This is an optimization exercise on Yosys and OpenROAD, whose aim is small area, a short achievable clock period and few clock cycles, not a production implementation. RTL that was checked went through simulation tests only; none was proved equivalent to the original. For run 1, only the layout was checked, not whether the RTL still works.

==> flow/design.v (outline; a module is shown in full before it is edited, if it fits) <==
// module MandelbrotGen: 7555 lines
// module mfa: 4 lines
// module mha: 4 lines
// module mnor2: 3 lines
// module mnand2: 3 lines
module MandelbrotGen(
		input Clk_100M,           
		input  [4:0]BTNS,         
		input  SW0,               
		input  SW15,              
		output reg [18:0] addrA,  
		output reg [11:0] dinA,   
		output reg wea            
    );
  // ...
==> flow/flow/run.sh <==
#!/bin/bash
# Layout flow: the standard synthesis (standard.sh synth), then the
# standard ORFS layout steps (standard.sh's make command) with these changes:
#  - the resizer's timing repair aims for a larger setup slack margin, so that
#    it shortens the critical paths below the clock period;
#  - extra ORFS variables given in EXTRA below.
# Each tool's output goes to a log file in this folder.
set -euo pipefail
MARGIN=7.5
EXTRA='BUFFER_PORTS_ARGS="-buffer_cell sky130_fd_sc_hd__buf_2"'
bash standard.sh synth > synth.log 2>&1
sed -e "s/SETUP_SLACK_MARGIN=[0-9.]*/SETUP_SLACK_MARGIN=$MARGIN/" \
    -e "s|\"\${@:-finish}\"|$EXTRA \"\${@:-finish}\"|" standard.sh > layout.sh
bash layout.sh > layout.log 2>&1
==> flow/standard.sh <==
#!/bin/bash
# synth_recipe.tcl (not shown) runs the flow's synth.tcl, then flattens the netlist and writes it again
# the make line also repeats each setting of config.mk as NAME=value (left out here)
make -C /OpenROAD-flow-scripts/flow DESIGN_CONFIG=/design/flow/config.mk WORK_HOME=/design/flow/orfs CLKGATE_MAP_FILE= SYNTH_SCRIPT=/design/flow/synth_recipe.tcl "${@:-finish}"
==> flow/config.mk <==
export PLATFORM = sky130hd
export DESIGN_NAME = MandelbrotGen
export DESIGN_NICKNAME = MandelbrotGen
export VERILOG_FILES = /design/flow/design.v
export SDC_FILE = /design/flow/constraint.sdc
export NUM_CORES = 8
export LEC_CHECK = 0
export ABC_AREA = 1
export CAP_MARGIN = 70
export CORE_MARGIN = 2
export CORE_UTILIZATION = 40
export CTS_BUF_LIST = sky130_fd_sc_hd__clkbuf_8
export CTS_CLUSTER_DIAMETER = 100
export CTS_CLUSTER_SIZE = 10
export SETUP_SLACK_MARGIN = 5
export SLEW_MARGIN = 70
export SYNTH_HIERARCHICAL = 1
export SYNTH_MINIMUM_KEEP_SIZE = 0
export TNS_END_PERCENT = 0
==> flow/constraint.sdc <==
create_clock -name core_clock -period 11.0 [get_ports {Clk_100M}]
set_input_delay 2.2000 -clock core_clock [delete_from_list [all_inputs] [get_ports {Clk_100M}]]
set_output_delay 2.2000 -clock core_clock [all_outputs]
set_load 0.01 [all_outputs]
==> report_table.html, run 1 <==
<table>
<tr><th>Metric</th><th>Value</th></tr>
<tr><th colspan="2">Critical path</th></tr>
<tr><td>Endpoint required time on the critical path</td><td>11.85 ns</td></tr>
<tr><td>Data arrival time of the worst path</td><td>4.60 ns</td></tr>
<tr><td>CP Cell Sequence</td><td>buf_12 -&gt; nand2_2 -&gt; inv_1 -&gt; nor2_4 -&gt; clkinv_4 -&gt; o22ai_1 -&gt; xor2_1 -&gt; fa_2 -&gt; fa_2 -&gt; fa_2 -&gt; fa_1 -&gt; fa_1</td></tr>
<tr><td>Family with the most delay on the worst path</td><td>adder cells</td></tr>
<tr><td>Top fanout value on the critical path</td><td>13</td></tr>
<tr><td>Most common cell type on the critical path</td><td>sky130_fd_sc_hd__fa_2</td></tr>
<tr><td>Timing startpoint of the critical path</td><td>zi1a[3]$_DFF_P_</td></tr>
<tr><th colspan="2">Timing</th></tr>
<tr><td>RSZ-0062 raised after global routing</td><td>yes</td></tr>
<tr><td>Fin crit period</td><td>3.74 ns</td></tr>
<tr><th colspan="2">Detailed routing</th></tr>
<tr><td>Count of routing violations after the opening detailed-route iteration</td><td>a little under 8k</td></tr>
<tr><td>Post-DR wirelength/cell</td><td>roughly 22 microns</td></tr>
<tr><th colspan="2">Die</th></tr>
<tr><td>Number of tapcells</td><td>roughly 3.5k</td></tr>
<tr><td>Top-level port count</td><td>40</td></tr>
<tr><th colspan="2">CTS</th></tr>
<tr><td>CTS Buf Count</td><td>152</td></tr>
<tr><td>CTS tree</td><td>built</td></tr>
<tr><td>Clock sink total</td><td>between 1k and 1.5k</td></tr>
<tr><th colspan="2">Run status</th></tr>
<tr><td>Run status</td><td>no timing/DRC/antenna violations</td></tr>
<tr><th colspan="2">Finish</th></tr>
<tr><td>Biggest cell category by area in the final layout</td><td>multi-input gates</td></tr>
<tr><td>Number of diodes added for antenna fixing</td><td>6</td></tr>
<tr><td>Top library cells by usage in the layout, fill and taps aside</td><td>sky130_fd_sc_hd__nor2_1, sky130_fd_sc_hd__fa_1, sky130_fd_sc_hd__nand2_1, sky130_fd_sc_hd__dfxtp_1, sky130_fd_sc_hd__xor2_1</td></tr>
<tr><td>Total area of multi-input combinational cells</td><td>between 70000 and 80000 sq um</td></tr>
<tr><th colspan="2">Yosys</th></tr>
<tr><td>Arithmetic-cell share of the synthesized area counting full adders, half adders and majority gates</td><td>38.2%</td></tr>
<tr><td>Multiplexer share of the synthesized area</td><td>0%</td></tr>
<tr><td>Top flip-flop cell by instance count after synthesis</td><td>sky130_fd_sc_hd__dfxtp_1</td></tr>
<tr><td>Total of warnings raised by yosys</td><td>7</td></tr>
<tr><td>Commonest cells in the synthesized netlist</td><td>sky130_fd_sc_hd__nor2_1, sky130_fd_sc_hd__fa_1, sky130_fd_sc_hd__nand2_1</td></tr>
<tr><th colspan="2">Global routing</th></tr>
<tr><td>Vias in the first global route</td><td>87.9k</td></tr>
<tr><td>Global Route met2 Usage</td><td>38.6%</td></tr>
<tr><td>Global Route met3 Usage</td><td>4.22%</td></tr>
<tr><td>Antenna violations before repair</td><td>11</td></tr>
<tr><td>First-pass GRT wire length</td><td>just over 500 mm</td></tr>
<tr><th colspan="2">Hold path</th></tr>
<tr><td>Min-Delay Path Class</td><td>reg -&gt; reg</td></tr>
</table>
==> run 2, diff against run 1 <==
--- a/flow/design.v
+++ b/flow/design.v
@@ -24,22 +24,25 @@
 	zoom    <= BTNS[2];
 	sw0_q   <= SW0;
 end
 reg [17:0] shift, re0, im0;    
 reg [17:0] crn, cin;           
 reg [9:0] xn;                  
 reg [8:0] yn;                  
 reg row_end;                   
-reg [3:0] ipar;                
-reg [3:0] hpar;                
-reg [17:0] zr1a, zi1a, cr1a, ci1a, cr2a, ci2a;
+reg [2:0] ipar;                
+reg [2:0] hpar;                
+reg [17:0] ci_even, ci_odd;
+reg [17:0] zr1a, zi1a, cr1a, cr2a;
+reg rp1a, rp2a;                    
+wire [17:0] ci2a = rp2a ? ci_odd : ci_even;
 reg [7:0] n1a, n2a;            
 reg v1a, d1a, v2a, d2a;        
-reg [3:0] t1a, t2a;            
+reg [2:0] t1a, t2a;            
 wire [136-1:0] cuta_w;
 reg  [136-1:0] cuta_q;
 wire [17:0] nzra, nzia;
 wire esca;
 wire [17:0] zr1_n_u_s1a = ~zr1a;
 wire p0_u_s1a;
 mnor2 u_p0_u_s1a (zr1_n_u_s1a[0], zr1_n_u_s1a[2], p0_u_s1a);
 wire p1_u_s1a;
@@ -1863,20 +1866,23 @@
 wire [17:0] nzr_u_s2a = nzr_t_u_s2a[18:1];
 wire [18:0] nzi_t_u_s2a = {{q142_u_s2a, q140_u_s2a, q138_u_s2a, q136_u_s2a, q134_u_s2a, q132_u_s2a, q130_u_s2a, q128_u_s2a, q126_u_s2a, q124_u_s2a, q122_u_s2a, q120_u_s2a, q118_u_s2a, q116_u_s2a, q114_u_s2a, q112_u_s2a, q110_u_s2a, q108_u_s2a}, 1'b0} + {{q141_u_s2a, q139_u_s2a, q137_u_s2a, q135_u_s2a, q133_u_s2a, q131_u_s2a, q129_u_s2a, q127_u_s2a, q125_u_s2a, q123_u_s2a, q121_u_s2a, q119_u_s2a, q117_u_s2a, q115_u_s2a, q113_u_s2a, q111_u_s2a, q109_u_s2a, z_lo_u_s2a[13]}, 1'b0};
 wire [17:0] nzi_u_s2a = nzi_t_u_s2a[18:1];
 assign nzra = nzr_u_s2a;
 assign nzia = nzi_u_s2a;
 assign esca = (s_sum_u_s2a >= 18'd65505) & (s_sum_u_s2a <= 18'd131039);
 wire stopa = esca | (n2a == 8'd149);
 wire reta  = v2a & d2a & (t2a == hpar) & ~restart;
-reg [17:0] zr1b, zi1b, cr1b, ci1b, cr2b, ci2b;
+wire freea = ~v2a | reta;
+reg [17:0] zr1b, zi1b, cr1b, cr2b;
+reg rp1b, rp2b;                    
+wire [17:0] ci2b = rp2b ? ci_odd : ci_even;
 reg [7:0] n1b, n2b;            
 reg v1b, d1b, v2b, d2b;        
-reg [3:0] t1b, t2b;            
+reg [2:0] t1b, t2b;            
 wire [136-1:0] cutb_w;
 reg  [136-1:0] cutb_q;
 wire [17:0] nzrb, nzib;
 wire escb;
 wire [17:0] zr1_n_u_s1b = ~zr1b;
 wire p0_u_s1b;
 mnor2 u_p0_u_s1b (zr1_n_u_s1b[0], zr1_n_u_s1b[2], p0_u_s1b);
 wire p1_u_s1b;
@@ -3700,20 +3706,23 @@
 wire [17:0] nzr_u_s2b = nzr_t_u_s2b[18:1];
 wire [18:0] nzi_t_u_s2b = {{q142_u_s2b, q140_u_s2b, q138_u_s2b, q136_u_s2b, q134_u_s2b, q132_u_s2b, q130_u_s2b, q128_u_s2b, q126_u_s2b, q124_u_s2b, q122_u_s2b, q120_u_s2b, q118_u_s2b, q116_u_s2b, q114_u_s2b, q112_u_s2b, q110_u_s2b, q108_u_s2b}, 1'b0} + {{q141_u_s2b, q139_u_s2b, q137_u_s2b, q135_u_s2b, q133_u_s2b, q131_u_s2b, q129_u_s2b, q127_u_s2b, q125_u_s2b, q123_u_s2b, q121_u_s2b, q119_u_s2b, q117_u_s2b, q115_u_s2b, q113_u_s2b, q111_u_s2b, q109_u_s2b, z_lo_u_s2b[13]}, 1'b0};
 wire [17:0] nzi_u_s2b = nzi_t_u_s2b[18:1];
 assign nzrb = nzr_u_s2b;
 assign nzib = nzi_u_s2b;
 assign escb = (s_sum_u_s2b >= 18'd65505) & (s_sum_u_s2b <= 18'd131039);
 wire stopb = escb | (n2b == 8'd149);
 wire retb  = v2b & d2b & (t2b == hpar) & ~restart;
-reg [17:0] zr1c, zi1c, cr1c, ci1c, cr2c, ci2c;
+wire freeb = ~v2b | retb;
+reg [17:0] zr1c, zi1c, cr1c, cr2c;
+reg rp1c, rp2c;                    
+wire [17:0] ci2c = rp2c ? ci_odd : ci_even;
 reg [7:0] n1c, n2c;            
 reg v1c, d1c, v2c, d2c;        
-reg [3:0] t1c, t2c;            
+reg [2:0] t1c, t2c;            
 wire [136-1:0] cutc_w;
 reg  [136-1:0] cutc_q;
 wire [17:0] nzrc, nzic;
 wire escc;
 wire [17:0] zr1_n_u_s1c = ~zr1c;
 wire p0_u_s1c;
 mnor2 u_p0_u_s1c (zr1_n_u_s1c[0], zr1_n_u_s1c[2], p0_u_s1c);
 wire p1_u_s1c;
@@ -5537,20 +5546,23 @@
 wire [17:0] nzr_u_s2c = nzr_t_u_s2c[18:1];
 wire [18:0] nzi_t_u_s2c = {{q142_u_s2c, q140_u_s2c, q138_u_s2c, q136_u_s2c, q134_u_s2c, q132_u_s2c, q130_u_s2c, q128_u_s2c, q126_u_s2c, q124_u_s2c, q122_u_s2c, q120_u_s2c, q118_u_s2c, q116_u_s2c, q114_u_s2c, q112_u_s2c, q110_u_s2c, q108_u_s2c}, 1'b0} + {{q141_u_s2c, q139_u_s2c, q137_u_s2c, q135_u_s2c, q133_u_s2c, q131_u_s2c, q129_u_s2c, q127_u_s2c, q125_u_s2c, q123_u_s2c, q121_u_s2c, q119_u_s2c, q117_u_s2c, q115_u_s2c, q113_u_s2c, q111_u_s2c, q109_u_s2c, z_lo_u_s2c[13]}, 1'b0};
 wire [17:0] nzi_u_s2c = nzi_t_u_s2c[18:1];
 assign nzrc = nzr_u_s2c;
 assign nzic = nzi_u_s2c;
 assign escc = (s_sum_u_s2c >= 18'd65505) & (s_sum_u_s2c <= 18'd131039);
 wire stopc = escc | (n2c == 8'd149);
 wire retc  = v2c & d2c & (t2c == hpar) & ~restart;
-reg [17:0] zr1d, zi1d, cr1d, ci1d, cr2d, ci2d;
+wire freec = ~v2c | retc;
+reg [17:0] zr1d, zi1d, cr1d, cr2d;
+reg rp1d, rp2d;                    
+wire [17:0] ci2d = rp2d ? ci_odd : ci_even;
 reg [7:0] n1d, n2d;            
 reg v1d, d1d, v2d, d2d;        
-reg [3:0] t1d, t2d;            
+reg [2:0] t1d, t2d;            
 wire [136-1:0] cutd_w;
 reg  [136-1:0] cutd_q;
 wire [17:0] nzrd, nzid;
 wire escd;
 wire [17:0] zr1_n_u_s1d = ~zr1d;
 wire p0_u_s1d;
 mnor2 u_p0_u_s1d (zr1_n_u_s1d[0], zr1_n_u_s1d[2], p0_u_s1d);
 wire p1_u_s1d;
@@ -7374,57 +7386,24 @@
 wire [17:0] nzr_u_s2d = nzr_t_u_s2d[18:1];
 wire [18:0] nzi_t_u_s2d = {{q142_u_s2d, q140_u_s2d, q138_u_s2d, q136_u_s2d, q134_u_s2d, q132_u_s2d, q130_u_s2d, q128_u_s2d, q126_u_s2d, q124_u_s2d, q122_u_s2d, q120_u_s2d, q118_u_s2d, q116_u_s2d, q114_u_s2d, q112_u_s2d, q110_u_s2d, q108_u_s2d}, 1'b0} + {{q141_u_s2d, q139_u_s2d, q137_u_s2d, q135_u_s2d, q133_u_s2d, q131_u_s2d, q129_u_s2d, q127_u_s2d, q125_u_s2d, q123_u_s2d, q121_u_s2d, q119_u_s2d, q117_u_s2d, q115_u_s2d, q113_u_s2d, q111_u_s2d, q109_u_s2d, z_lo_u_s2d[13]}, 1'b0};
 wire [17:0] nzi_u_s2d = nzi_t_u_s2d[18:1];
 assign nzrd = nzr_u_s2d;
 assign nzid = nzi_u_s2d;
 assign escd = (s_sum_u_s2d >= 18'd65505) & (s_sum_u_s2d <= 18'd131039);
 wire stopd = escd | (n2d == 8'd149);
 wire retd  = v2d & d2d & (t2d == hpar) & ~restart;
-reg pv0;                
-reg [7:0] pn0;          
-reg [3:0] pt0;          
-wire phit0 = pv0 & (pt0 == hpar) & ~restart;
-reg pv1;                
-reg [7:0] pn1;          
-reg [3:0] pt1;          
-wire phit1 = pv1 & (pt1 == hpar) & ~restart;
-reg pv2;                
-reg [7:0] pn2;          
-reg [3:0] pt2;          
-wire phit2 = pv2 & (pt2 == hpar) & ~restart;
-reg pv3;                
-reg [7:0] pn3;          
-reg [3:0] pt3;          
-wire phit3 = pv3 & (pt3 == hpar) & ~restart;
-wire pret = phit0 | phit1 | phit2 | phit3;
-wire pfree = ~pv0 | ~pv1 | ~pv2 | ~pv3;
-wire parka = v2a & d2a & ~reta & ~restart & pfree;
-wire parkb = v2b & d2b & ~retb & ~restart & pfree & ~parka;
-wire parkc = v2c & d2c & ~retc & ~restart & pfree & ~parka & ~parkb;
-wire parkd = v2d & d2d & ~retd & ~restart & pfree & ~parka & ~parkb & ~parkc;
-wire park = parka | parkb | parkc | parkd;
-wire [7:0] pn_in = parka ? n2a : parkb ? n2b : parkc ? n2c : n2d;
-wire [3:0] pt_in = parka ? t2a : parkb ? t2b : parkc ? t2c : t2d;
-wire palloc0 = park & ~pv0;
-wire palloc1 = park & ~pv1 & pv0;
-wire palloc2 = park & ~pv2 & pv0 & pv1;
-wire palloc3 = park & ~pv3 & pv0 & pv1 & pv2;
-wire freea = ~v2a | reta | parka;
-wire freeb = ~v2b | retb | parkb;
-wire freec = ~v2c | retc | parkc;
-wire freed = ~v2d | retd | parkd;
+wire freed = ~v2d | retd;
 wire takea = freea & ~restart;
 wire takeb = freeb & ~freea & ~restart;
 wire takec = freec & ~freea & ~freeb & ~restart;
 wire taked = freed & ~freea & ~freeb & ~freec & ~restart;
 wire take  = takea | takeb | takec | taked;
-wire cret  = reta | retb | retc | retd;
-wire ret   = cret | pret;
-wire [7:0] n_out = pret ? (phit0 ? pn0 : phit1 ? pn1 : phit2 ? pn2 : pn3) : (reta ? n2a : retb ? n2b : retc ? n2c : n2d);
+wire ret   = reta | retb | retc | retd;
+wire [7:0] n_out = reta ? n2a : retb ? n2b : retc ? n2c : n2d;
 wire pan = pan_im | pan_re;
 wire [17:0] add_a = pan_im ? im0 : pan_re ? re0 : row_end ? cin : crn;
 wire [17:0] add_b = pan ? {shift[12:0], 5'b0} : shift;
 wire add_sub = pan ? pan_sub : row_end;
 wire [17:0] add_r = add_a + (add_b ^ {18{add_sub}}) + {17'b0, add_sub};
 wire [17:0] pre0 = pan_re ? add_r : re0;
 wire [17:0] pim0 = pan_im ? add_r : im0;
 reg [17:0] nshift, nre0, nim0;
@@ -7444,116 +7423,104 @@
 	if (rst_q) begin
 		nshift = 18'd64;
 		nre0   = 18'h3B000;    
 		nim0   = 18'h03C00;    
 	end
 end
 always @(posedge Clk_100M) begin
 	cuta_q <= cuta_w;
-	cr2a <= cr1a; ci2a <= ci1a; n2a <= n1a; d2a <= d1a; t2a <= t1a;
+	cr2a <= cr1a; rp2a <= rp1a; n2a <= n1a; d2a <= d1a; t2a <= t1a;
 	v2a <= v1a & ~restart;
 	zr1a <= takea ? crn : nzra;
 	zi1a <= takea ? cin : nzia;
 	if (takea) begin
-		cr1a <= crn; ci1a <= cin;
+		cr1a <= crn; rp1a <= yn[0];
 		n1a <= 8'd0; d1a <= 1'b0; t1a <= ipar;
 	end else begin
-		cr1a <= cr2a; ci1a <= ci2a;
+		cr1a <= cr2a; rp1a <= rp2a;
 		n1a <= d2a ? n2a : n2a + 8'd1;
 		d1a <= d2a | stopa; t1a <= t2a;
 	end
-	v1a <= ~restart & ((v2a & ~freea) | takea);
+	v1a <= ~restart & ((v2a & ~reta) | takea);
 	cutb_q <= cutb_w;
-	cr2b <= cr1b; ci2b <= ci1b; n2b <= n1b; d2b <= d1b; t2b <= t1b;
+	cr2b <= cr1b; rp2b <= rp1b; n2b <= n1b; d2b <= d1b; t2b <= t1b;
 	v2b <= v1b & ~restart;
 	zr1b <= takeb ? crn : nzrb;
 	zi1b <= takeb ? cin : nzib;
 	if (takeb) begin
-		cr1b <= crn; ci1b <= cin;
+		cr1b <= crn; rp1b <= yn[0];
 		n1b <= 8'd0; d1b <= 1'b0; t1b <= ipar;
 	end else begin
-		cr1b <= cr2b; ci1b <= ci2b;
+		cr1b <= cr2b; rp1b <= rp2b;
 		n1b <= d2b ? n2b : n2b + 8'd1;
 		d1b <= d2b | stopb; t1b <= t2b;
 	end
-	v1b <= ~restart & ((v2b & ~freeb) | takeb);
+	v1b <= ~restart & ((v2b & ~retb) | takeb);
 	cutc_q <= cutc_w;
-	cr2c <= cr1c; ci2c <= ci1c; n2c <= n1c; d2c <= d1c; t2c <= t1c;
+	cr2c <= cr1c; rp2c <= rp1c; n2c <= n1c; d2c <= d1c; t2c <= t1c;
 	v2c <= v1c & ~restart;
 	zr1c <= takec ? crn : nzrc;
 	zi1c <= takec ? cin : nzic;
 	if (takec) begin
-		cr1c <= crn; ci1c <= cin;
+		cr1c <= crn; rp1c <= yn[0];
 		n1c <= 8'd0; d1c <= 1'b0; t1c <= ipar;
 	end else begin
-		cr1c <= cr2c; ci1c <= ci2c;
+		cr1c <= cr2c; rp1c <= rp2c;
 		n1c <= d2c ? n2c : n2c + 8'd1;
 		d1c <= d2c | stopc; t1c <= t2c;
 	end
-	v1c <= ~restart & ((v2c & ~freec) | takec);
+	v1c <= ~restart & ((v2c & ~retc) | takec);
 	cutd_q <= cutd_w;
-	cr2d <= cr1d; ci2d <= ci1d; n2d <= n1d; d2d <= d1d; t2d <= t1d;
+	cr2d <= cr1d; rp2d <= rp1d; n2d <= n1d; d2d <= d1d; t2d <= t1d;
 	v2d <= v1d & ~restart;
 	zr1d <= taked ? crn : nzrd;
 	zi1d <= taked ? cin : nzid;
 	if (taked) begin
-		cr1d <= crn; ci1d <= cin;
+		cr1d <= crn; rp1d <= yn[0];
 		n1d <= 8'd0; d1d <= 1'b0; t1d <= ipar;
 	end else begin
-		cr1d <= cr2d; ci1d <= ci2d;
+		cr1d <= cr2d; rp1d <= rp2d;
 		n1d <= d2d ? n2d : n2d + 8'd1;
 		d1d <= d2d | stopd; t1d <= t2d;
 	end
-	v1d <= ~restart & ((v2d & ~freed) | taked);
-	if (restart | phit0) pv0 <= 1'b0;
-	else if (palloc0) begin
-		pv0 <= 1'b1; pn0 <= pn_in; pt0 <= pt_in;
-	end
-	if (restart | phit1) pv1 <= 1'b0;
-	else if (palloc1) begin
-		pv1 <= 1'b1; pn1 <= pn_in; pt1 <= pt_in;
-	end
-	if (restart | phit2) pv2 <= 1'b0;
-	else if (palloc2) begin
-		pv2 <= 1'b1; pn2 <= pn_in; pt2 <= pt_in;
-	end
-	if (restart | phit3) pv3 <= 1'b0;
-	else if (palloc3) begin
-		pv3 <= 1'b1; pn3 <= pn_in; pt3 <= pt_in;
-	end
+	v1d <= ~restart & ((v2d & ~retd) | taked);
 	if (restart) begin
 		shift <= nshift; re0 <= nre0; im0 <= nim0;
 		crn <= nre0; cin <= nim0; xn <= 10'd0; yn <= 9'd0;
-		row_end <= 1'b0; ipar <= 4'd0;
+		ci_even <= nim0;
+		row_end <= 1'b0; ipar <= 3'd0;
 	end else if (take) begin
-		ipar <= ipar + 4'd1;
+		ipar <= ipar + 3'd1;
 		row_end <= (xn == 10'd638);
 		if (row_end) begin
 			xn  <= 10'd0;
 			crn <= re0;
 			if (yn == 9'd479) begin
 				yn  <= 9'd0;
 				cin <= im0;
+				ci_even <= im0;
 			end else begin
 				yn  <= yn + 9'd1;
 				cin <= add_r;
+				if (yn[0]) ci_even <= add_r;
+				else       ci_odd  <= add_r;
 			end
 		end else begin
 			xn  <= xn + 10'd1;
 			crn <= add_r;
 		end
 	end
 	wea <= ret & ~raw_restart;
 	if (restart) begin
 		addrA <= 19'd307199;
-		hpar  <= 4'd0;
+		hpar  <= 3'd0;
 	end else if (ret) begin
 		addrA <= (addrA == 19'd307199) ? 19'd0 : addrA + 19'd1;
-		hpar  <= hpar + 4'd1;
+		hpar  <= hpar + 3'd1;
 	end
 	dinA <= (n_out == 8'd150) ? 12'h000 : {4'b0100, n_out};
 end
 endmodule
 module mfa(input a, input b, input c, output s, output co);
 	assign s  = a ^ b ^ c;
 	assign co = (a & b) | (a & c) | (b & c);
 endmodule
--- a/flow/config.mk
+++ b/flow/config.mk
@@ -11,9 +11,9 @@
 export CORE_UTILIZATION = 40
 export CTS_BUF_LIST = sky130_fd_sc_hd__clkbuf_8
 export CTS_CLUSTER_DIAMETER = 100
 export CTS_CLUSTER_SIZE = 10
 export SETUP_SLACK_MARGIN = 5
 export SLEW_MARGIN = 70
 export SYNTH_HIERARCHICAL = 1
 export SYNTH_MINIMUM_KEEP_SIZE = 0
-export TNS_END_PERCENT = 0
+export TNS_END_PERCENT = 5
==> run 2 against run 1 <==
Still clean on timing, DRC and antenna. Sequential share of layout area fell by 1.9 points. Global-route usage rose by 1.7 points. Final area fell by 4.5%. Core utilization fell by 0.082 points. First-iteration DRC count rose by 2.6%. Non-clock buffer count rose by 22. Wire length rose by 0.26%. Area after synthesis fell by 4.5%. Largest cell class unchanged.
==> report_table.html, run 2 <==
<table>
<tr><th>Metric</th><th>Value</th></tr>
<tr><th colspan="2">Yosys</th></tr>
<tr><td>Post-synthesis cell count</td><td>10.9k (was 11.2k)</td></tr>
<tr><td>Leading cell type by number of instances after synthesis</td><td>sky130_fd_sc_hd__fa_1 (was sky130_fd_sc_hd__nor2_1)</td></tr>
<tr><td>Total of warnings raised by yosys</td><td>7 (unchanged)</td></tr>
<tr><td>Library cells used by synthesis</td><td>61 (was 63)</td></tr>
<tr><td>Share of async-settable or async-resettable flops after synthesis</td><td>0% (unchanged)</td></tr>
<tr><td>Top flip-flop cell by instance count after synthesis</td><td>sky130_fd_sc_hd__dfxtp_1 (unchanged)</td></tr>
<tr><td>Cell types occupying the most area after synthesis</td><td>sky130_fd_sc_hd__fa_1, sky130_fd_sc_hd__dfxtp_1, sky130_fd_sc_hd__ha_1 (unchanged)</td></tr>
<tr><td>Portion of the post-synthesis area used by sequential elements</td><td>23.5% (was 25.6%)</td></tr>
<tr><td>Count of flip-flops with a built-in enable after synthesis</td><td>126 (was 138)</td></tr>
<tr><td>Post-Syn Area per Cell</td><td>9.30 sq um (was 9.40 sq um)</td></tr>
<tr><td>Commonest cells in the synthesized netlist</td><td>sky130_fd_sc_hd__fa_1, sky130_fd_sc_hd__nor2_1, sky130_fd_sc_hd__nand2_1 (was sky130_fd_sc_hd__nor2_1, sky130_fd_sc_hd__fa_1, sky130_fd_sc_hd__nand2_1)</td></tr>
<tr><td>Synth Register Bits</td><td>1120 (was 1282)</td></tr>
<tr><td>Post-synth top area share</td><td>33.1% (was 31.6%)</td></tr>
<tr><td>Netlist area before placement</td><td>101000 sq um (was 106000 sq um)</td></tr>
<tr><td>Synth area leader</td><td>sky130_fd_sc_hd__fa_1 (unchanged)</td></tr>
<tr><th colspan="2">Timing</th></tr>
<tr><td>Maximum achievable frequency</td><td>0.261 GHz (was 0.267 GHz)</td></tr>
<tr><td>RSZ-0062 raised after global routing</td><td>yes (unchanged)</td></tr>
<tr><td>Final count of hold timing violations</td><td>0 (unchanged)</td></tr>
<tr><td>Final total negative setup slack</td><td>0 ns (unchanged)</td></tr>
<tr><td>Final worst path period share</td><td>34.8% (was 34.0%)</td></tr>
<tr><td>Count of final setup violators</td><td>0 (unchanged)</td></tr>
<tr><td>Clk_skew</td><td>0.0652 ns (was 0.0708 ns)</td></tr>
<tr><td>Pins over their slew limit</td><td>0 (unchanged)</td></tr>
<tr><td>Fin crit period</td><td>3.83 ns (was 3.74 ns)</td></tr>
<tr><th colspan="2">Critical path</th></tr>
<tr><td>Type of the setup path with the least slack</td><td>reg -&gt; reg (unchanged)</td></tr>
<tr><td>Endpoint required time on the critical path</td><td>11.86 ns (was 11.85 ns)</td></tr>
<tr><td>Data arrival time of the worst path</td><td>4.68 ns (was 4.60 ns)</td></tr>
<tr><td>Reg-to-reg setup timing slack</td><td>7.17 ns (was 7.26 ns)</td></tr>
<tr><td>Top fanout value on the critical path</td><td>9 (was 13)</td></tr>
<tr><td>Launch point of the worst reg-to-reg path</td><td>zi1b[9]$_DFF_P_ (was zi1a[3]$_DFF_P_)</td></tr>
<tr><td>Critical path startpoint category</td><td>flip-flop (unchanged)</td></tr>
<tr><td>Type of element capturing the critical path</td><td>flip-flop (unchanged)</td></tr>
<tr><td>Number of cell instances on the worst register-to-register path</td><td>12 (unchanged)</td></tr>
<tr><td>Capture instance of the worst register-to-register path</td><td>cutb_q[97]$_DFF_P_ (was cuta_q[99]$_DFF_P_)</td></tr>
<tr><th colspan="2">Die</th></tr>
<tr><td>Area of the core</td><td>251000 sq um (was 263000 sq um)</td></tr>
<tr><td>Initial standard-cell utilization of the core</td><td>40.2% (was 40.3%)</td></tr>
<tr><td>Top-level port count</td><td>40 (unchanged)</td></tr>
<tr><td>Die Width</td><td>506 microns (was 518 microns)</td></tr>
<tr><td>Die height</td><td>506 microns (was 518 microns)</td></tr>
<tr><td>Die area</td><td>256000 sq um (was 268000 sq um)</td></tr>
<tr><td># rows</td><td>184 (was 188)</td></tr>
<tr><th colspan="2">Global routing</th></tr>
<tr><td>Global Route met3 Usage</td><td>6.89% (was 4.22%)</td></tr>
<tr><td>First-pass GRT wire length</td><td>512 mm (was 510 mm)</td></tr>
<tr><td>Met1 Usage GRT</td><td>34.5% (was 32.2%)</td></tr>
<tr><td>Global router's overall resource usage</td><td>25.8% (was 24.1%)</td></tr>
<tr><td>Most utilized layer in the global route result</td><td>met2 (unchanged)</td></tr>
<tr><td>Global Route met2 Usage</td><td>39.6% (was 38.6%)</td></tr>
<tr><td>Remaining Overflow, GRT</td><td>0 (unchanged)</td></tr>
<tr><td>Antenna violations before repair</td><td>17 (was 11)</td></tr>
<tr><td>Pin count of the biggest net entering global routing</td><td>63 (was 70)</td></tr>
<tr><td>Vias in the first global route</td><td>85.1k (was 87.9k)</td></tr>
<tr><th colspan="2">CTS</th></tr>
<tr><td>CTS max path bufs</td><td>3 (unchanged)</td></tr>
<tr><td>CTS tree</td><td>built (unchanged)</td></tr>
<tr><td>CTS Buf Count</td><td>138 (was 152)</td></tr>
<tr><td>Insertion delay of the later-clocked pin in the worst-skew pair</td><td>1.02 ns (was 0.97 ns)</td></tr>
<tr><td>CTS clock-pin slew for the worst setup and hold paths</td><td>0.08 ns (was 0.10 ns)</td></tr>
<tr><td>Clock sink total</td><td>1120 (was 1282)</td></tr>
<tr><td>H-tree lvl count</td><td>4 (unchanged)</td></tr>
<tr><td>Root cell of the clock tree</td><td>sky130_fd_sc_hd__clkbuf_8 (unchanged)</td></tr>
<tr><th colspan="2">Detailed routing</th></tr>
<tr><td>Post-DR wirelength/cell</td><td>22.7 microns (was 21.9 microns)</td></tr>
<tr><td>Number of search-and-repair iterations in the first detailed-routing pass</td><td>6 (unchanged)</td></tr>
<tr><td>Total length of routed wires</td><td>335 mm (was 334 mm)</td></tr>
<tr><td>Number of antenna-violating nets in the routed design</td><td>0 (unchanged)</td></tr>
<tr><td>Average vias per placed instance</td><td>5.61 (was 5.56)</td></tr>
<tr><td>Count of routing violations after the opening detailed-route iteration</td><td>7989 (was 7785)</td></tr>
<tr><td>Total number of vias</td><td>82.8k (was 85.0k)</td></tr>
<tr><td>Number of DRC violations after detailed routing</td><td>0 (unchanged)</td></tr>
<tr><th colspan="2">Hold path</th></tr>
<tr><td>Min-Delay Path Class</td><td>reg -&gt; reg (unchanged)</td></tr>
<tr><td>Worst Hold Launch</td><td>cr1d[16]$_DFF_P_ (was ci1a[9]$_DFF_P_)</td></tr>
<tr><td>Hold EP</td><td>cr2d[16]$_DFF_P_ (was ci2a[9]$_DFF_P_)</td></tr>
<tr><td>Worst Hold Path Cells</td><td>0 (unchanged)</td></tr>
<tr><th colspan="2">Finish</th></tr>
<tr><td>Most common library cell in the layout ignoring fill and taps</td><td>sky130_fd_sc_hd__nor2_1 (unchanged)</td></tr>
<tr><td>Fin nets</td><td>13.6k (was 13.9k)</td></tr>
<tr><td>Fill cell count</td><td>23.5k (was 24.8k)</td></tr>
<tr><td>Layout cells sized above 1</td><td>14.3% (was 14.4%)</td></tr>
<tr><td>Top library cells by usage in the layout, fill and taps aside</td><td>sky130_fd_sc_hd__nor2_1, sky130_fd_sc_hd__fa_1, sky130_fd_sc_hd__nand2_1, sky130_fd_sc_hd__dfxtp_1, sky130_fd_sc_hd__xor2_1 (unchanged)</td></tr>
<tr><td>Area grow syn2layout</td><td>15.0% (was 15.1%)</td></tr>
<tr><td>Core utilization of the finished layout</td><td>46.2% (was 46.3%)</td></tr>
<tr><th colspan="2">Run status</th></tr>
<tr><td>Run status</td><td>no timing/DRC/antenna violations (unchanged)</td></tr>
<tr><th colspan="2">Place</th></tr>
<tr><td>Final weighted congestion of routability-driven global placement</td><td>0.996 (was 0.921)</td></tr>
<tr><td>Detailed Place HPWL</td><td>242 mm (was 237 mm)</td></tr>
<tr><td>Count of input and output buffers</td><td>36 (unchanged)</td></tr>
<tr><th colspan="2">Flow run</th></tr>
<tr><td>Max Cap Violations</td><td>0 (unchanged)</td></tr>
</table>
run 2: cell types whose count changed after synthesis, moves of 12 or more:
| cell | before | now |
|---|---|---|
| sky130_fd_sc_hd__nor2_1 | 1678 | 1636 |
| sky130_fd_sc_hd__o22ai_1 | 643 | 625 |
| sky130_fd_sc_hd__clkbuf_1 | 245 | 260 |
| sky130_fd_sc_hd__o21ai_1 | 43 | 66 |
| sky130_fd_sc_hd__dfxtp_1 | 1144 | 994 |
| sky130_fd_sc_hd__o21ai_0 | 425 | 443 |
| sky130_fd_sc_hd__nand2_1 | 1578 | 1521 |
| sky130_fd_sc_hd__o221ai_1 | 19 | 7 |
| sky130_fd_sc_hd__edfxtp_1 | 138 | 126 |
| sky130_fd_sc_hd__nand3_1 | 359 | 310 |
| sky130_fd_sc_hd__inv_1 | 743 | 761 |
| sky130_fd_sc_hd__buf_1 | 78 | 63 |
| sky130_fd_sc_hd__xnor2_1 | 95 | 61 |
run 2: logic make-up after synthesis:
kind of cell	Yosys count	share of synthesized area [%]
fa+ha+maj	2227	40.0
buf+inv	1213	4.59
simple gates	3702	14.7
xor+xnor	800	6.95
compound gates	1794	10.2
flops	1120	23.5
other cells	2	0.00744
run 2: worst max-delay path: stages (launching register included):
cell	delay (ns)
sky130_fd_sc_hd__dfxtp_4	0.38
sky130_fd_sc_hd__buf_16	0.13
sky130_fd_sc_hd__clkinvlp_4	0.14
sky130_fd_sc_hd__buf_4	0.17
sky130_fd_sc_hd__o21ai_4	0.20
sky130_fd_sc_hd__buf_6	0.18
sky130_fd_sc_hd__o22ai_1	0.09
sky130_fd_sc_hd__xor2_1	0.19
sky130_fd_sc_hd__fa_1	0.46
sky130_fd_sc_hd__fa_2	0.38
sky130_fd_sc_hd__fa_2	0.42
sky130_fd_sc_hd__fa_1	0.54
sky130_fd_sc_hd__fa_1	0.41
run 2: worst max path at each step:
stage / end / slack, ns / depth (start not counted) / from
2_1_floorplan: cuta_q[9]$_DFF_P_ / 7.23 / 9 / zr1a[3]$_DFF_P_
3_3_place_gp: cutb_q[99]$_DFF_P_ / 6.36 / 10 / zi1b[3]$_DFF_P_
6_report: cutb_q[97]$_DFF_P_ / 7.17 / 12 / zi1b[9]$_DFF_P_
3_5_place_dp: cutc_q[97]$_DFF_P_ / 6.49 / 10 / zi1c[11]$_DFF_P_
5_1_grt: cuta_q[97]$_DFF_P_ / 7.11 / 12 / zi1a[1]$_DFF_P_
4_1_cts: cutc_q[9]$_DFF_P_ / 7.25 / 9 / zr1c[2]$_DFF_P_
run 2: metal layers:
metal / routed length, microns / share of wire [%]
met5: 79 / 0.024
met2: 148000 / 44
met4: 16100 / 4.8
met1: 139000 / 41
met3: 31900 / 9.5
run 2: through the flow:
stage	instances	hold slack (ns)	cell area, sq um	setup slack (ns)
global route	14732	0.302	116000	7.11
CTS	14635	0.299	114000	7.25
finish	14743	0.287	116000	7.17
floorplan	10895	0.310	102000	7.23
detailed placement	14149	0.312	108000	6.49
global placement	14045	0.310	106000	6.36
run 2: final cells by class:
cell class | count | area (sq um) | area share [%]
Inverter | 858 | 3600 | 3.10
Tap cell | 3348 | 4190 | 3.61
Antenna cell | 16 | 40.0 | 0.0345
Clock inverter | 55 | 377 | 0.324
Sequential cell | 1120 | 24000 | 20.7
Multi-Input combinational cell | 8563 | 75400 | 64.9
Timing Repair inverter | 14 | 101 | 0.0873
Timing Repair Buffer | 623 | 6440 | 5.54
Clock buffer | 146 | 2010 | 1.73
run 2: what timing repair did:
| action | CTS | global route |
|---|---|---|
| hold buffers | 0 | 0 |
| setup buffers | 260 | 80 |
| setup endpoints to repair | 483 | 428 |
| gates cloned | 25 | 4 |
| pin swaps | 144 | 101 |
| gates resized for setup | 516 | 241 |
run 2: Yosys stat by module, one instance, submodules excluded:
module         cells  flip-flops and latches  times used  cell area [sq um]
mnand2             1                       0         112               3.75
mha                1                       0         200               12.5
MandelbrotGen   7698                    1120           1              60400
mnor2              1                       0        1192               3.75
mfa                1                       0        1656               20.0
Testbench counts of run 2, summed over its fixed seeds: cycles 2,839,990.
==> run 3, diff against run 2 <==
--- a/flow/config.mk
+++ b/flow/config.mk
@@ -17,3 +17,3 @@
 export SYNTH_HIERARCHICAL = 1
 export SYNTH_MINIMUM_KEEP_SIZE = 0
-export TNS_END_PERCENT = 5
+export TNS_END_PERCENT = 20
==> run 3 against run 2 <==
Clock skew is 0.011 ns higher. Final area is 3.9% higher. Synthesized cell count stayed put. Maximum frequency is 0.96% higher. Non-clock buffer count is 191 higher. Global-route usage is 0.63 points higher. Worst setup slack better by 0.036 ns. Wire length is 4.6% higher. Critical path type unchanged.
==> report_table.html, run 3 <==
<table>
<tr><th>Metric</th><th>Value</th></tr>
<tr><th colspan="2">Detailed routing</th></tr>
<tr><td>Number of DRC violations after detailed routing</td><td>0 (unchanged)</td></tr>
<tr><td>Number of antenna-violating nets in the routed design</td><td>0 (unchanged)</td></tr>
<tr><td>Post-DR wirelength/cell</td><td>23.4 microns (was 22.7 microns)</td></tr>
<tr><td>Number of search-and-repair iterations in the first detailed-routing pass</td><td>6 (unchanged)</td></tr>
<tr><td>Total length of routed wires</td><td>350 mm (was 335 mm)</td></tr>
<tr><td>Count of routing violations after the opening detailed-route iteration</td><td>9243 (was 7989)</td></tr>
<tr><td>Average vias per placed instance</td><td>5.68 (was 5.61)</td></tr>
<tr><td>Total number of vias</td><td>85.0k (was 82.8k)</td></tr>
<tr><th colspan="2">Place</th></tr>
<tr><td>Detailed Place HPWL</td><td>238 mm (was 242 mm)</td></tr>
<tr><td>Count of input and output buffers</td><td>36 (unchanged)</td></tr>
<tr><td>Final weighted congestion of routability-driven global placement</td><td>0.955 (was 0.996)</td></tr>
<tr><th colspan="2">Critical path</th></tr>
<tr><td>CP Cell Sequence</td><td>buf_16 -&gt; clkinvlp_4 -&gt; o21ai_4 -&gt; buf_6 -&gt; o22ai_2 -&gt; xor2_1 -&gt; fa_2 -&gt; fa_1 -&gt; fa_2 -&gt; fa_2 -&gt; fa_2 (was buf_16 -&gt; clkinvlp_4 -&gt; buf_4 -&gt; o21ai_4 -&gt; buf_6 -&gt; o22ai_1 -&gt; xor2_1 -&gt; fa_1 -&gt; fa_2 -&gt; fa_2 -&gt; fa_1 -&gt; fa_1)</td></tr>
<tr><td>Most common cell type on the critical path</td><td>sky130_fd_sc_hd__fa_2 (was sky130_fd_sc_hd__fa_1)</td></tr>
<tr><td>Endpoint required time on the critical path</td><td>11.90 ns (was 11.86 ns)</td></tr>
<tr><td>Data arrival time of the worst path</td><td>4.69 ns (was 4.68 ns)</td></tr>
<tr><td>Slowest stage cell on the critical path</td><td>sky130_fd_sc_hd__fa_1 (unchanged)</td></tr>
<tr><td>Critical path's largest stage delay</td><td>0.56 ns (was 0.54 ns)</td></tr>
<tr><td>Critical path startpoint category</td><td>flip-flop (unchanged)</td></tr>
<tr><td>Buffering stage count on the worst path with inverters included</td><td>3 (was 4)</td></tr>
<tr><td>Top fanout value on the critical path</td><td>5 (was 9)</td></tr>
<tr><td>Type of the setup path with the least slack</td><td>reg -&gt; reg (unchanged)</td></tr>
<tr><td>Type of element capturing the critical path</td><td>flip-flop (unchanged)</td></tr>
<tr><td>Family with the most delay on the worst path</td><td>adder cells (unchanged)</td></tr>
<tr><th colspan="2">Yosys</th></tr>
<tr><td>Post-synthesis cell count</td><td>10.9k (unchanged)</td></tr>
<tr><td>Leading cell type by number of instances after synthesis</td><td>sky130_fd_sc_hd__fa_1 (unchanged)</td></tr>
<tr><td>Synth Register Bits</td><td>1120 (unchanged)</td></tr>
<tr><td>Portion of the post-synthesis area used by sequential elements</td><td>23.5% (unchanged)</td></tr>
<tr><td>Top flip-flop cell by instance count after synthesis</td><td>sky130_fd_sc_hd__dfxtp_1 (unchanged)</td></tr>
<tr><td>Commonest cells in the synthesized netlist</td><td>sky130_fd_sc_hd__fa_1, sky130_fd_sc_hd__nor2_1, sky130_fd_sc_hd__nand2_1 (unchanged)</td></tr>
<tr><td>Post-Syn Area per Cell</td><td>9.30 sq um (unchanged)</td></tr>
<tr><td>Synth area leader</td><td>sky130_fd_sc_hd__fa_1 (unchanged)</td></tr>
<tr><td>Total of warnings raised by yosys</td><td>7 (unchanged)</td></tr>
<tr><td>Count of flip-flops with a built-in enable after synthesis</td><td>126 (unchanged)</td></tr>
<tr><td>Netlist area before placement</td><td>101000 sq um (unchanged)</td></tr>
<tr><td>Cell types occupying the most area after synthesis</td><td>sky130_fd_sc_hd__fa_1, sky130_fd_sc_hd__dfxtp_1, sky130_fd_sc_hd__ha_1 (unchanged)</td></tr>
<tr><td>Share of async-settable or async-resettable flops after synthesis</td><td>0% (unchanged)</td></tr>
<tr><td>Post-synth top area share</td><td>33.1% (unchanged)</td></tr>
<tr><td>Library cells used by synthesis</td><td>61 (unchanged)</td></tr>
<tr><th colspan="2">Finish</th></tr>
<tr><td>Total area of multi-input combinational cells</td><td>77000 sq um (was 75400 sq um)</td></tr>
<tr><td>Fill cell count</td><td>23.0k (was 23.5k)</td></tr>
<tr><td>Fin nets</td><td>13.8k (was 13.6k)</td></tr>
<tr><td>Top library cells by usage in the layout, fill and taps aside</td><td>sky130_fd_sc_hd__nor2_1, sky130_fd_sc_hd__nand2_1, sky130_fd_sc_hd__fa_1, sky130_fd_sc_hd__dfxtp_1, sky130_fd_sc_hd__xor2_1 (was sky130_fd_sc_hd__nor2_1, sky130_fd_sc_hd__fa_1, sky130_fd_sc_hd__nand2_1, sky130_fd_sc_hd__dfxtp_1, sky130_fd_sc_hd__xor2_1)</td></tr>
<tr><td>Sequential cell area</td><td>24200 sq um (was 24000 sq um)</td></tr>
<tr><td>Area grow syn2layout</td><td>19.5% (was 15.0%)</td></tr>
<tr><td>Layout cells sized above 1</td><td>19.5% (was 14.3%)</td></tr>
<tr><td>Most common library cell in the layout ignoring fill and taps</td><td>sky130_fd_sc_hd__nor2_1 (unchanged)</td></tr>
<tr><th colspan="2">Timing</th></tr>
<tr><td>Final count of hold timing violations</td><td>0 (unchanged)</td></tr>
<tr><td>Pins over their slew limit</td><td>0 (unchanged)</td></tr>
<tr><td>Fin crit period</td><td>3.79 ns (was 3.83 ns)</td></tr>
<tr><td>Worst slew margin</td><td>67.1%</td></tr>
<tr><td>Final worst path period share</td><td>34.5% (was 34.8%)</td></tr>
<tr><td>Maximum achievable frequency</td><td>0.264 GHz (was 0.261 GHz)</td></tr>
<tr><td>Final total negative setup slack</td><td>0 ns (unchanged)</td></tr>
<tr><td>RSZ-0062 raised after global routing</td><td>yes (unchanged)</td></tr>
<tr><td>Clk_skew</td><td>0.0762 ns (was 0.0652 ns)</td></tr>
<tr><td>Worst Tran Pin Value</td><td>around 0.49 ns</td></tr>
<tr><td>Count of final setup violators</td><td>0 (unchanged)</td></tr>
<tr><th colspan="2">Die</th></tr>
<tr><td>Die height</td><td>506 microns (unchanged)</td></tr>
<tr><td># rows</td><td>184 (unchanged)</td></tr>
<tr><td>Die Width</td><td>506 microns (unchanged)</td></tr>
<tr><td>Initial standard-cell utilization of the core</td><td>40.2% (unchanged)</td></tr>
<tr><td>Area of the core</td><td>251000 sq um (unchanged)</td></tr>
<tr><td>Die area</td><td>256000 sq um (unchanged)</td></tr>
<tr><td>Top-level port count</td><td>40 (unchanged)</td></tr>
<tr><th colspan="2">Global routing</th></tr>
<tr><td>First-pass GRT wire length</td><td>524 mm (was 512 mm)</td></tr>
<tr><td>Remaining Overflow, GRT</td><td>0 (unchanged)</td></tr>
<tr><td>Pin count of the biggest net entering global routing</td><td>55 (was 63)</td></tr>
<tr><td>Antenna violations before repair</td><td>14 (was 17)</td></tr>
<tr><td>Global router's overall resource usage</td><td>26.5% (was 25.8%)</td></tr>
<tr><td>Vias in the first global route</td><td>86.7k (was 85.1k)</td></tr>
<tr><th colspan="2">Run status</th></tr>
<tr><td>Run status</td><td>no timing/DRC/antenna violations (unchanged)</td></tr>
<tr><th colspan="2">CTS</th></tr>
<tr><td>CTS Buf Count</td><td>136 (was 138)</td></tr>
<tr><td>CTS max path bufs</td><td>3 (unchanged)</td></tr>
<tr><td>Clock sink total</td><td>1120 (unchanged)</td></tr>
<tr><td>CTS clock-pin slew for the worst setup and hold paths</td><td>0.09 ns (was 0.08 ns)</td></tr>
<tr><td>CTS tree</td><td>built (unchanged)</td></tr>
<tr><td>Insertion delay of the later-clocked pin in the worst-skew pair</td><td>0.97 ns (was 1.02 ns)</td></tr>
<tr><td>H-tree lvl count</td><td>4 (unchanged)</td></tr>
<tr><td>Root cell of the clock tree</td><td>sky130_fd_sc_hd__clkbuf_8 (unchanged)</td></tr>
<tr><th colspan="2">Flow run</th></tr>
<tr><td>Max Cap Violations</td><td>0 (unchanged)</td></tr>
<tr><th colspan="2">Hold path</th></tr>
<tr><td>Min-Delay Path Class</td><td>reg -&gt; reg (unchanged)</td></tr>
</table>
## run 3: cell counts after synthesis
No cell type changed its count.
## run 3: kinds of logic (layout without fill, tap and decap cells)
group	after synthesis	after routing	synth area share, %
AND/OR/NAND/NOR	3702	3704	14.7
flip-flops	1120	1120	23.5
AO/OA/AOI/OAI	1794	1794	10.2
XOR/XNOR	800	800	6.95
adder cells (fa/ha/maj)	2227	2227	40.0
other	2	47	0.00744
buffers and inverters	1213	1925	4.59
## run 3: worst register-to-register path, stage by stage (launching register included)
cell and delay (ns):
sky130_fd_sc_hd__dfxtp_4 0.39, sky130_fd_sc_hd__buf_16 0.13, sky130_fd_sc_hd__clkinvlp_4 0.17, sky130_fd_sc_hd__o21ai_4 0.25
sky130_fd_sc_hd__buf_6 0.17, sky130_fd_sc_hd__o22ai_2 0.08, sky130_fd_sc_hd__xor2_1 0.19, sky130_fd_sc_hd__fa_2 0.43
sky130_fd_sc_hd__fa_1 0.56, sky130_fd_sc_hd__fa_2 0.46, sky130_fd_sc_hd__fa_2 0.39, sky130_fd_sc_hd__fa_2 0.53
## run 3: worst paths after layout
kind / start / endpoint / slack, ns / depth (start not counted)
worst max-delay path: zi1b[5]$_DFF_P_ / cutb_q[99]$_DFF_P_ / 7.21 / 11
worst min-delay path: cr1a[0]$_DFF_P_ / cr2a[0]$_DFF_P_ / 0.30 / 0
worst max register to register: zi1b[5]$_DFF_P_ / cutb_q[99]$_DFF_P_ / 7.21 / 11
worst min register to register: cr1a[0]$_DFF_P_ / cr2a[0]$_DFF_P_ / 0.30 / 0
## run 3: cell type report
| type | instances | share of cell area (%) |
|---|---|---|
| sequential | 1120 | 20.0 |
| timing repair inverter | 49 | 0.341 |
| multi-input combinational | 8564 | 63.8 |
| clock buffer | 142 | 1.62 |
| antenna | 8 | 0.0166 |
| inverter | 858 | 3.52 |
| clock inverter | 62 | 0.325 |
| tap | 3348 | 3.47 |
| timing repair buffer | 814 | 6.84 |
## run 3: per-module statistics from Yosys, one instance, submodules excluded
module         cells inside  flops+latches
MandelbrotGen          7698           1120
mfa                       1              0
mha                       1              0
mnand2                    1              0
mnor2                     1              0
## run 3: routing by layer
metal  share of wire, %  global-route usage, %
met5              0.024                      0
met4                5.0                   11.4
met3                 11                   6.86
met2                 44                   40.2
met1                 41                   35.6
## run 3: repair_timing
| action | 4_1_cts | 5_1_grt |
|---|---|---|
| pin swaps | 239 | 207 |
| hold buffers | 0 | 0 |
| hold endpoints to repair | 0 | 0 |
| resized for setup | 745 | 546 |
| cloned | 54 | 28 |
| buffers inserted | 364 | 213 |
| endpoints found under the setup margin | 505 | 441 |
## run 3: metrics by stage
stage	utilization (%)	hold slack (ns)	setup WS (ns)	instances	cell area, sq um
finish	48.0	0.302	7.21	14965	121000
global route	48.0	0.309	7.16	14962	121000
CTS	46.3	0.303	7.25	14715	116000
detailed placement	42.8	0.312	6.51	14093	107000
global placement	42.0	0.310	6.37	13991	106000
floorplan	-	0.310	7.40	10895	103000
==> run 4, diff against run 3 <==
--- a/flow/config.mk
+++ b/flow/config.mk
@@ -17,3 +17,3 @@
 export SYNTH_HIERARCHICAL = 1
 export SYNTH_MINIMUM_KEEP_SIZE = 0
-export TNS_END_PERCENT = 20
+export TNS_END_PERCENT = 0
==> run 4 against run 3 <==
Sequential share of layout area up 0.63 points. Critical path depth down 2. Critical endpoint is now cutb_q[101]$_DFF_P_. Wire length down 4.0%. Still clean. Global-route usage down 0.75 points. Via count down 2.9%. Die area unchanged. Largest cell class unchanged. Highest routed layer unchanged. Clock skew down 0.0072 ns. Hold slack better by 0.011 ns. Worst setup slack worse by 0.015 ns.
==> report_table.html, run 4 <==
<table>
<tr><th>Metric</th><th>Value</th></tr>
<tr><th colspan="2">Run status</th></tr>
<tr><td>Run status</td><td>no timing/DRC/antenna violations (unchanged)</td></tr>
<tr><th colspan="2">CTS</th></tr>
<tr><td>Root cell of the clock tree</td><td>sky130_fd_sc_hd__clkbuf_8 (unchanged)</td></tr>
<tr><td>CTS Buf Count</td><td>138 (was 136)</td></tr>
<tr><td>Insertion delay of the later-clocked pin in the worst-skew pair</td><td>0.97 ns (about the same)</td></tr>
<tr><td>CTS clock-pin slew for the worst setup and hold paths</td><td>0.08 ns (was 0.09 ns)</td></tr>
<tr><td>CTS max path bufs</td><td>3 (unchanged)</td></tr>
<tr><td>H-tree lvl count</td><td>4 (unchanged)</td></tr>
<tr><td>Cts-stage hold buffer count</td><td>0 (unchanged)</td></tr>
<tr><td>Clock sink total</td><td>1120 (unchanged)</td></tr>
<tr><td>CTS tree</td><td>built (unchanged)</td></tr>
<tr><th colspan="2">Die</th></tr>
<tr><td>Initial standard-cell utilization of the core</td><td>40.2% (unchanged)</td></tr>
<tr><td>Die height</td><td>506 microns (unchanged)</td></tr>
<tr><td>Die area</td><td>256000 sq um (unchanged)</td></tr>
<tr><td>Top-level port count</td><td>40 (unchanged)</td></tr>
<tr><td>Die Width</td><td>506 microns (unchanged)</td></tr>
<tr><td>Area of the core</td><td>251000 sq um (unchanged)</td></tr>
<tr><td># rows</td><td>184 (unchanged)</td></tr>
<tr><th colspan="2">Critical path</th></tr>
<tr><td>Data arrival time of the worst path</td><td>4.61 ns (was 4.69 ns)</td></tr>
<tr><td>Type of element capturing the critical path</td><td>flip-flop (unchanged)</td></tr>
<tr><td>Slowest stage cell on the critical path</td><td>sky130_fd_sc_hd__dfxtp_2 (was sky130_fd_sc_hd__fa_1)</td></tr>
<tr><td>Most common cell type on the critical path</td><td>sky130_fd_sc_hd__fa_1 (was sky130_fd_sc_hd__fa_2)</td></tr>
<tr><td>Top fanout value on the critical path</td><td>21 (was 5)</td></tr>
<tr><td>Critical path startpoint category</td><td>flip-flop (unchanged)</td></tr>
<tr><td>Type of the setup path with the least slack</td><td>reg -&gt; reg (unchanged)</td></tr>
<tr><td>Endpoint required time on the critical path</td><td>11.81 ns (was 11.90 ns)</td></tr>
<tr><td>Critical path's largest stage delay</td><td>0.55 ns (was 0.56 ns)</td></tr>
<tr><td>Number of cell instances on the worst register-to-register path</td><td>9 (was 11)</td></tr>
<tr><td>Logic depth of the worst setup path including buffers</td><td>9 (was 11)</td></tr>
<tr><td>Buffering stage count on the worst path with inverters included</td><td>2 (was 3)</td></tr>
<tr><td>CP Cell Sequence</td><td>inv_1 -&gt; buf_4 -&gt; a211oi_1 -&gt; a21oi_2 -&gt; fa_2 -&gt; fa_1 -&gt; fa_2 -&gt; fa_1 -&gt; fa_1 (was buf_16 -&gt; clkinvlp_4 -&gt; o21ai_4 -&gt; buf_6 -&gt; o22ai_2 -&gt; xor2_1 -&gt; fa_2 -&gt; fa_1 -&gt; fa_2 -&gt; fa_2 -&gt; fa_2)</td></tr>
<tr><td>Family with the most delay on the worst path</td><td>adder cells (unchanged)</td></tr>
<tr><th colspan="2">Yosys</th></tr>
<tr><td>Synth Register Bits</td><td>1120 (unchanged)</td></tr>
<tr><td>Total of warnings raised by yosys</td><td>7 (unchanged)</td></tr>
<tr><td>Arithmetic-cell share of the synthesized area counting full adders, half adders and majority gates</td><td>40.0% (unchanged)</td></tr>
<tr><td>Multiplexer share of the synthesized area</td><td>0% (unchanged)</td></tr>
<tr><td>Leading cell type by number of instances after synthesis</td><td>sky130_fd_sc_hd__fa_1 (unchanged)</td></tr>
<tr><td>Synth Area in Simple Gates</td><td>14.7% (unchanged)</td></tr>
<tr><td>Combinational family with the most area after synthesis</td><td>adder cells (unchanged)</td></tr>
<tr><td>Library cells used by synthesis</td><td>61 (unchanged)</td></tr>
<tr><td>Post-Syn Area per Cell</td><td>9.30 sq um (unchanged)</td></tr>
<tr><td>Xor and xnor area share after synthesis</td><td>6.95% (unchanged)</td></tr>
<tr><td>Portion of the post-synthesis area used by sequential elements</td><td>23.5% (unchanged)</td></tr>
<tr><td>Synth area leader</td><td>sky130_fd_sc_hd__fa_1 (unchanged)</td></tr>
<tr><td>Netlist area before placement</td><td>101000 sq um (unchanged)</td></tr>
<tr><td>Synth Area in Compound Gates</td><td>10.2% (unchanged)</td></tr>
<tr><td>Post-synth top area share</td><td>33.1% (unchanged)</td></tr>
<tr><td>Post-synthesis cell count</td><td>10.9k (unchanged)</td></tr>
<tr><td>Share of async-settable or async-resettable flops after synthesis</td><td>0% (unchanged)</td></tr>
<tr><td>Count of flip-flops with a built-in enable after synthesis</td><td>126 (unchanged)</td></tr>
<tr><td>Cell types occupying the most area after synthesis</td><td>sky130_fd_sc_hd__fa_1, sky130_fd_sc_hd__dfxtp_1, sky130_fd_sc_hd__ha_1 (unchanged)</td></tr>
<tr><td>Commonest cells in the synthesized netlist</td><td>sky130_fd_sc_hd__fa_1, sky130_fd_sc_hd__nor2_1, sky130_fd_sc_hd__nand2_1 (unchanged)</td></tr>
<tr><td>Top flip-flop cell by instance count after synthesis</td><td>sky130_fd_sc_hd__dfxtp_1 (unchanged)</td></tr>
<tr><th colspan="2">Detailed routing</th></tr>
<tr><td>Total length of routed wires</td><td>336 mm (was 350 mm)</td></tr>
<tr><td>Post-DR wirelength/cell</td><td>23.0 microns (was 23.4 microns)</td></tr>
<tr><td>Count of routing violations after the opening detailed-route iteration</td><td>8506 (was 9243)</td></tr>
<tr><td>Number of DRC violations after detailed routing</td><td>0 (unchanged)</td></tr>
<tr><td>Average vias per placed instance</td><td>5.63 (was 5.68)</td></tr>
<tr><td>Uppermost routed layer</td><td>met5 (unchanged)</td></tr>
<tr><td>Met2 wire len</td><td>150 mm (was 154 mm)</td></tr>
<tr><td>Number of antenna-violating nets in the routed design</td><td>0 (unchanged)</td></tr>
<tr><td>Metal3 WL</td><td>32.1 mm (was 37.1 mm)</td></tr>
<tr><td>Detailed-routing wirelength on met1</td><td>139 mm (was 142 mm)</td></tr>
<tr><td>Number of search-and-repair iterations in the first detailed-routing pass</td><td>7 (was 6)</td></tr>
<tr><td>Total number of vias</td><td>82.5k (was 85.0k)</td></tr>
<tr><th colspan="2">Timing</th></tr>
<tr><td>Count of final setup violators</td><td>0 (unchanged)</td></tr>
<tr><td>Fin crit period</td><td>3.81 ns (was 3.79 ns)</td></tr>
<tr><td>Final count of hold timing violations</td><td>0 (unchanged)</td></tr>
<tr><td>Worst-case hold slack</td><td>0.314 ns (was 0.302 ns)</td></tr>
<tr><td>Final total negative setup slack</td><td>0 ns (unchanged)</td></tr>
<tr><td>Worst Tran Pin Value</td><td>0.516 ns (was 0.491 ns)</td></tr>
<tr><td>Worst slew margin</td><td>65.6% (was 67.1%)</td></tr>
<tr><td>Clk_skew</td><td>0.0690 ns (was 0.0762 ns)</td></tr>
<tr><td>RSZ-0062 raised after global routing</td><td>yes (unchanged)</td></tr>
<tr><td>Final worst path period share</td><td>34.6% (was 34.5%)</td></tr>
<tr><td>Pins over their slew limit</td><td>0 (unchanged)</td></tr>
<tr><td>Maximum achievable frequency</td><td>0.263 GHz (was 0.264 GHz)</td></tr>
<tr><th colspan="2">Global routing</th></tr>
<tr><td>Vias in the first global route</td><td>84.1k (was 86.7k)</td></tr>
<tr><td>Global router's overall resource usage</td><td>25.7% (was 26.5%)</td></tr>
<tr><td>Pin count of the biggest net entering global routing</td><td>67 (was 55)</td></tr>
<tr><td>Remaining Overflow, GRT</td><td>0 (unchanged)</td></tr>
<tr><td>First-pass GRT wire length</td><td>510 mm (was 524 mm)</td></tr>
<tr><td>Antenna violations before repair</td><td>18 (was 14)</td></tr>
<tr><th colspan="2">Place</th></tr>
<tr><td>Count of input and output buffers</td><td>36 (unchanged)</td></tr>
<tr><td>Detailed Place HPWL</td><td>241 mm (was 238 mm)</td></tr>
<tr><td>Final weighted congestion of routability-driven global placement</td><td>0.955 (about the same)</td></tr>
<tr><th colspan="2">Hold path</th></tr>
<tr><td>Worst Hold Path Cells</td><td>0 (unchanged)</td></tr>
<tr><td>Min-Delay Path Class</td><td>reg -&gt; reg (unchanged)</td></tr>
<tr><th colspan="2">Finish</th></tr>
<tr><td>Fin nets</td><td>13.5k (was 13.8k)</td></tr>
<tr><td>Top library cells by usage in the layout, fill and taps aside</td><td>sky130_fd_sc_hd__fa_1, sky130_fd_sc_hd__nor2_1, sky130_fd_sc_hd__nand2_1, sky130_fd_sc_hd__dfxtp_1, sky130_fd_sc_hd__xor2_1 (was sky130_fd_sc_hd__nor2_1, sky130_fd_sc_hd__nand2_1, sky130_fd_sc_hd__fa_1, sky130_fd_sc_hd__dfxtp_1, sky130_fd_sc_hd__xor2_1)</td></tr>
<tr><td>Most common library cell in the layout ignoring fill and taps</td><td>sky130_fd_sc_hd__fa_1 (was sky130_fd_sc_hd__nor2_1)</td></tr>
<tr><td>Layout cells sized above 1</td><td>13.4% (was 19.5%)</td></tr>
<tr><td>Core utilization of the finished layout</td><td>46.2% (was 48.0%)</td></tr>
<tr><td>Fill cell count</td><td>23.5k (was 23.0k)</td></tr>
<tr><td>Area grow syn2layout</td><td>14.9% (was 19.5%)</td></tr>
<tr><th colspan="2">Flow run</th></tr>
<tr><td>Max Cap Violations</td><td>0 (unchanged)</td></tr>
</table>
-- run 4: cell counts after synthesis --
No cell type changed its count.
-- run 4: area by class of cell --
| type | instances | area (sq um) | share of cell area [%] |
|---|---|---|---|
| flip-flops and latches | 1120 | 24000 | 20.7 |
| repair inverters | 6 | 46.3 | 0.0399 |
| clock inverters | 41 | 314 | 0.271 |
| multi-input cells | 8562 | 75100 | 64.7 |
| repair buffers | 555 | 6610 | 5.70 |
| inverters | 858 | 3710 | 3.20 |
| clock buffers | 147 | 2020 | 1.74 |
| well taps | 3348 | 4190 | 3.61 |
| diodes | 16 | 40.0 | 0.0345 |
-- run 4: layer usage --
metal | global-route usage, % | up-vias
met2 | 39.4 | 4155
met5 | 0 | -
li1 | - | 36294
met4 | 10.5 | 22
met3 | 6.19 | 855
met1 | 34.9 | 41210
-- run 4: timing repair --
item,4_1_cts,5_1_grt
setup buffers,146,116
pin swaps,132,169
resized for setup,656,380
endpoints found under the hold margin,0,0
gates cloned,30,16
endpoints found under the setup margin,547,533
-- run 4: final timing paths --
| check | slack (ns) | to | startpoint |
|---|---|---|---|
| max | 7.19 | cutb_q[101]$_DFF_P_ | zr1b[17]$_DFF_P_ |
| min | 0.31 | cr2b[14]$_DFF_P_ | cr1b[14]$_DFF_P_ |
| max reg2reg | 7.19 | cutb_q[101]$_DFF_P_ | zr1b[17]$_DFF_P_ |
| min reg2reg | 0.31 | cr2b[14]$_DFF_P_ | cr1b[14]$_DFF_P_ |
-- run 4: logic make-up (layout without fill, tap and decap cells) --
logic type               count (synthesis)  after routing
other                                    2             55
buffers and inverters                 1213           1607
XOR/XNOR                               800            800
AND/OR/NAND/NOR                       3702           3702
flip-flops                            1120           1120
AO/OA/AOI/OAI                         1794           1794
adder cells (fa/ha/maj)               2227           2227
-- run 4: per-module statistics from Yosys, one instance, submodules excluded --
module,flip-flops and latches,area [sq um]
mnand2,0,3.75
MandelbrotGen,1120,60400
mfa,0,20.0
mha,0,12.5
mnor2,0,3.75
-- run 4: stage by stage --
| stage | worst slack, ns | area [sq um] | std cells |
|---|---|---|---|
| global route | 7.12 | 116000 | 14638 |
| detailed placement | 6.57 | 107000 | 14135 |
| CTS | 7.24 | 113000 | 14499 |
| floorplan | 7.16 | 101000 | 10895 |
| finish | 7.19 | 116000 | 14653 |
| global placement | 6.22 | 105000 | 14077 |

[re-timing with driven ports]
The results above use ideal ports. As a check the final layouts listed here were re-extracted and re-timed, cells and wires unchanged. Step 1 sets driving cells, clkbuf_16 on the clock port and buf_2 on the other inputs (assumed; they add their load-dependent delay and slew). Step 2 also shifts input and output timing later by t, the mid clock arrival at the registers, as if the neighbouring blocks saw the same clock. a / b / c = no drivers / after step 1 / after step 2; a / b = the first two.
run	shift t [ns]	setup slack, ns	worst setup path after step 2	clock arrival spread, ns	cell pins on the clock port's net
run 1	1.034	7.259 / 7.243 / 7.259	register to register	0.087 / 0.086	1
run 2	1.056	7.173 / 7.173 / 7.173	register to register	0.078 / 0.078	1
run 3	1.027	7.210 / 7.210 / 7.210	register to register	0.080 / 0.080	1
run 4	1.020	7.195 / 7.195 / 7.195	register to register	0.080 / 0.079	1
After both steps setup and hold are still met in every run listed.
